This is an optimization exercise on Yosys and OpenROAD, whose aim is small area and a short achievable clock period, not a production implementation.
At most, simulation tests tie the RTL to the original design; equivalence was not proved.
Power is estimated from default activity; no workload was simulated.

== v32 ==
// PE
module PE (
    input clk,
    input rst,
    input logic [31:0] PE_in_a,
    input logic [31:0] PE_in_b,
    output logic [31:0] PE_out_r
);
    logic [4:0] pm;      
    logic [5:0] pa;      
    logic       run;     
    always @(posedge clk or negedge rst) begin
        if (!rst) begin
            pm  <= 5'b00001;
            pa  <= 6'b000001;
            run <= 1'b0;
        end
        else begin
            pm <= {pm[3:0], pm[4]};
            pa <= {pa[4:0], pa[5]};
            if (pa[5])
                run <= 1'b1;
        end
    end
    logic [31:0] prod;
    fp_mult uut_1 (.clk(clk),
                   .load(pm[0]),
                   .first(pm[1]),
                   .store(pm[1] & ~pa[2]),
                   .a(PE_in_a),
                   .b(PE_in_b),
                   .result(prod));
    fp_add uut_2 (.clk(clk),
                  .rst(rst),
                  .add((pa[4] & ~pm[2]) | (pa[3] & pm[1])),
                  .update(pa[5] & run),
                  .run(run),
                  .b(prod),
                  .sum(PE_out_r));
endmodule
Size in the first run: roughly 1700 cells after synthesis, about 260 flip-flops, ~0.017 mm² of cells after synthesis.
Settings: LEC_CHECK=0, CAP_MARGIN=20, CORE_MARGIN=2, CORE_UTILIZATION=55, CTS_CLUSTER_DIAMETER=80, CTS_CLUSTER_SIZE=24, SLEW_MARGIN=20; clock period 12.0 ns.
standard.sh (not shown) runs the stock make flow with config.mk's settings and CLKGATE_MAP_FILE= SYNTH_SCRIPT=/design/flow/synth_recipe.tcl, a recipe that flattens the netlist after the stock synthesis.
==> flow/flow/run.sh <==
#!/bin/bash
set -euo pipefail
bash standard.sh finish SETUP_SLACK_MARGIN=8.3 "BUFFER_PORTS_ARGS=-buffer_cell sky130_fd_sc_hd__buf_2" SYNTH_KEEP_MODULES=fp_fa > flow.log 2>&1
v32 has completed all stages; timing, DRC and antenna checks passed.
#### Input delta (v10 over v32)
Settings: SETUP_SLACK_MARGIN: unset -> 5.
==> flow/run.sh (new file) <==
#!/bin/bash
# synth_recipe.tcl (not shown) runs the flow's synth.tcl, then flattens the netlist and writes it again
# the make line also repeats each setting of config.mk as NAME=value (left out here)
make -C /OpenROAD-flow-scripts/flow DESIGN_CONFIG=/design/flow/config.mk WORK_HOME=/design/flow/orfs CLKGATE_MAP_FILE= SYNTH_SCRIPT=/design/flow/synth_recipe.tcl finish
removed: flow/flow/run.sh
removed: flow/standard.sh
==> comparison <==
Every run in the comparison, v10 and v32, completed the flow with a clean layout. v10 vs v32: total power up slightly. Lower area of the die goes to v32 over v10. The via count normalized by instance count in v10 was lower than what v32 gave. Compared with v32, v10 shows a lower initial standard-cell utilization of the core. On flip-flop and latch area, v10 tracks v32 almost exactly. Sort v10 and v32 by relative contribution of sequential cells to total power asc -> top: v10. v10 does worse than v32 on peak clock frequency supported by timing.

== main ==
PE, a different RTL version from the one above (not shown whole).
For scale: about 250 flip-flops, roughly 18,000 sq um of cells after synthesis.
Settings: LEC_CHECK=0, CAP_MARGIN=20, CORE_MARGIN=2, CORE_UTILIZATION=40, SETUP_SLACK_MARGIN=5, SLEW_MARGIN=20; clock period 12.0 ns.
run.sh (not shown) runs the stock make flow with config.mk's settings and CLKGATE_MAP_FILE= SYNTH_SCRIPT=/design/flow/synth_recipe.tcl, a recipe that flattens the netlist after the stock synthesis.
Stock flow here: none of the scripts above is used.
main reached the final stage; the timing, design-rule and antenna checks on its layout passed.
What the feature branch does differently from main at the input level:
# main
export LEC_CHECK = 0
export CAP_MARGIN = 20
export CORE_MARGIN = 2
export CORE_UTILIZATION = 40
export SETUP_SLACK_MARGIN = 5
export SLEW_MARGIN = 20
create_clock -name core_clock -period 12.0 [get_ports {clk}]
# the feature branch
export LEC_CHECK = 0
export CAP_MARGIN = 20
export CORE_MARGIN = 2
export CORE_UTILIZATION = 40
export SLEW_MARGIN = 20
create_clock -name core_clock -period 12.0 [get_ports {clk}]
==> flow/flow/run.sh (new file) <==
#!/bin/bash
set -euo pipefail
bash standard.sh finish SETUP_SLACK_MARGIN=8 > flow.log 2>&1
==> flow/standard.sh (new file) <==
#!/bin/bash
# synth_recipe.tcl (not shown) runs the flow's synth.tcl, then flattens the netlist and writes it again
# the make line also repeats each setting of config.mk as NAME=value (left out here)
make -C /OpenROAD-flow-scripts/flow DESIGN_CONFIG=/design/flow/config.mk WORK_HOME=/design/flow/orfs CLKGATE_MAP_FILE= SYNTH_SCRIPT=/design/flow/synth_recipe.tcl "${@:-finish}"
removed: flow/run.sh
Notes after the runs:
- The number of ordinary and repair buffers in the finished layout reported for the feature branch is greater than that of main by 61%.
- Compared with main, the feature branch shows a higher first-pass GRT wire length.
- The fraction of power spent switching nets reported for the feature branch is greater than that of main by 0.76 points.
- The feature branch finished end to end and its layout was clean on timing, DRC and antenna.
- [compare] base=main new=the feature branch: non-clock inverter count in the final layout higher, via count now larger.
Function was not checked in any run of this note: the RTL went through the layout flow alone.

== run A ==
PE, a different RTL version from the one above (not shown whole).
Size in the first run: about 1600 cells after synthesis, ~260 flip-flops, ~98 I/O pins, ~17000 um^2 of cells after synthesis.
export LEC_CHECK = 0
export CAP_MARGIN = 20
export CORE_MARGIN = 2
export CORE_UTILIZATION = 65
export SLEW_MARGIN = 20
create_clock -name core_clock -period 12.0 [get_ports {clk}]
standard.sh (not shown) runs the stock make flow with config.mk's settings and CLKGATE_MAP_FILE= SYNTH_SCRIPT=/design/flow/synth_recipe.tcl, a recipe that flattens the netlist after the stock synthesis.
==> flow/flow/run.sh <==
#!/bin/bash
set -euo pipefail
bash standard.sh finish SETUP_SLACK_MARGIN=8.4 "BUFFER_PORTS_ARGS=-buffer_cell sky130_fd_sc_hd__buf_2" SYNTH_KEEP_MODULES=fp_fa > flow.log 2>&1
Run A | stages: all done | timing, DRC, antenna: all pass
What run B does differently from run A at the input level:
Settings: CORE_UTILIZATION now 40, was 65.
Notes after the runs:
Sort run B and run A by met2 usage asc -> top: run B
Measured against each other, run B and run A differ in global placer's final weighted congestion, the lower figure coming from run B.
Delta (run B minus run A): power after layout +6.8%; final period demand of the worst path higher; cell area moved up.
The lower final net count came out of run A.
The layout overhead on the synthesized area number comes out higher for run B vs run A.
Re clock-buffer cell count: no difference whatsoever between run B and run A.
In run B relative to run A, buffer count excluding the clock tree in the final layout had gone up by more than 10%.
In the metrics for run B and run A, the one carrying the lower routed wire length is run A.
What run C does differently from run B at the input level:
Settings: changing CORE_UTILIZATION from 40 to 55; setting CTS_CLUSTER_DIAMETER to 80 for the first time; setting CTS_CLUSTER_SIZE to 24 for the first time.
### Flow results
- Total routing usage reported by global routing in run C vs run B: up 6.0 points
- Looking at leading power group, the registers result is from run C; the clock one comes from run B.
- Re post-synthesis cell count: no difference whatsoever between run B and run C.
- For the slew at the pin closest to its max-slew limit, run C came in 100 ps higher than run B did.
- Looking at global routing usage on met3, run C sits 0.69 points below run B.
- The share of total power in the clock network number comes out lower for run C vs run B.
- Final instance area on run C is down relative to run B.
- Die outline area on run C is ahead of run B.
- Measured against each other, run B and run C differ in switching portion of total power, the higher figure coming from run C.
- On peak supply drop: run C sits above run B.
Function was not checked in any run of this note: the RTL went through the layout flow alone.

-- static timing again, ports no longer ideal --
Ports are ideal in the flow. The routed layouts listed here were re-timed in OpenROAD.
Step 1: set_driving_cell puts a clkbuf_16 on clk and a buf_2 on each other input, an assumption about the parent block.
Step 2 also shifts input and output timing later by t, the mid clock arrival at the registers, as if the neighbouring blocks saw the same clock.
Three values: ideal, step 1, step 2; two values: the first two.
run | shift t [ns] | setup slack, ns | worst setup path after step 2
v32 | 0.569 | 8.359 / 8.306 / 8.066 | input to register
v10 | 0.575 | 7.942 / 7.887 / 7.616 | input to register
main | 0.645 | 6.846 / 6.846 / 6.846 | register to register
the feature branch | 0.635 | 7.826 / 7.826 / 7.826 | register to register
run A | 0.593 | 8.425 / 8.377 / 8.039 | input to register
run B | 0.626 | 8.397 / 8.344 / 8.041 | input to register
run C | 0.568 | 8.430 / 8.379 / 8.049 | input to register
After both steps every run listed still meets setup and hold. For run A, which loses most, drivers alone change the setup slack by -0.048 ns; drivers and shift together by -0.386 ns.
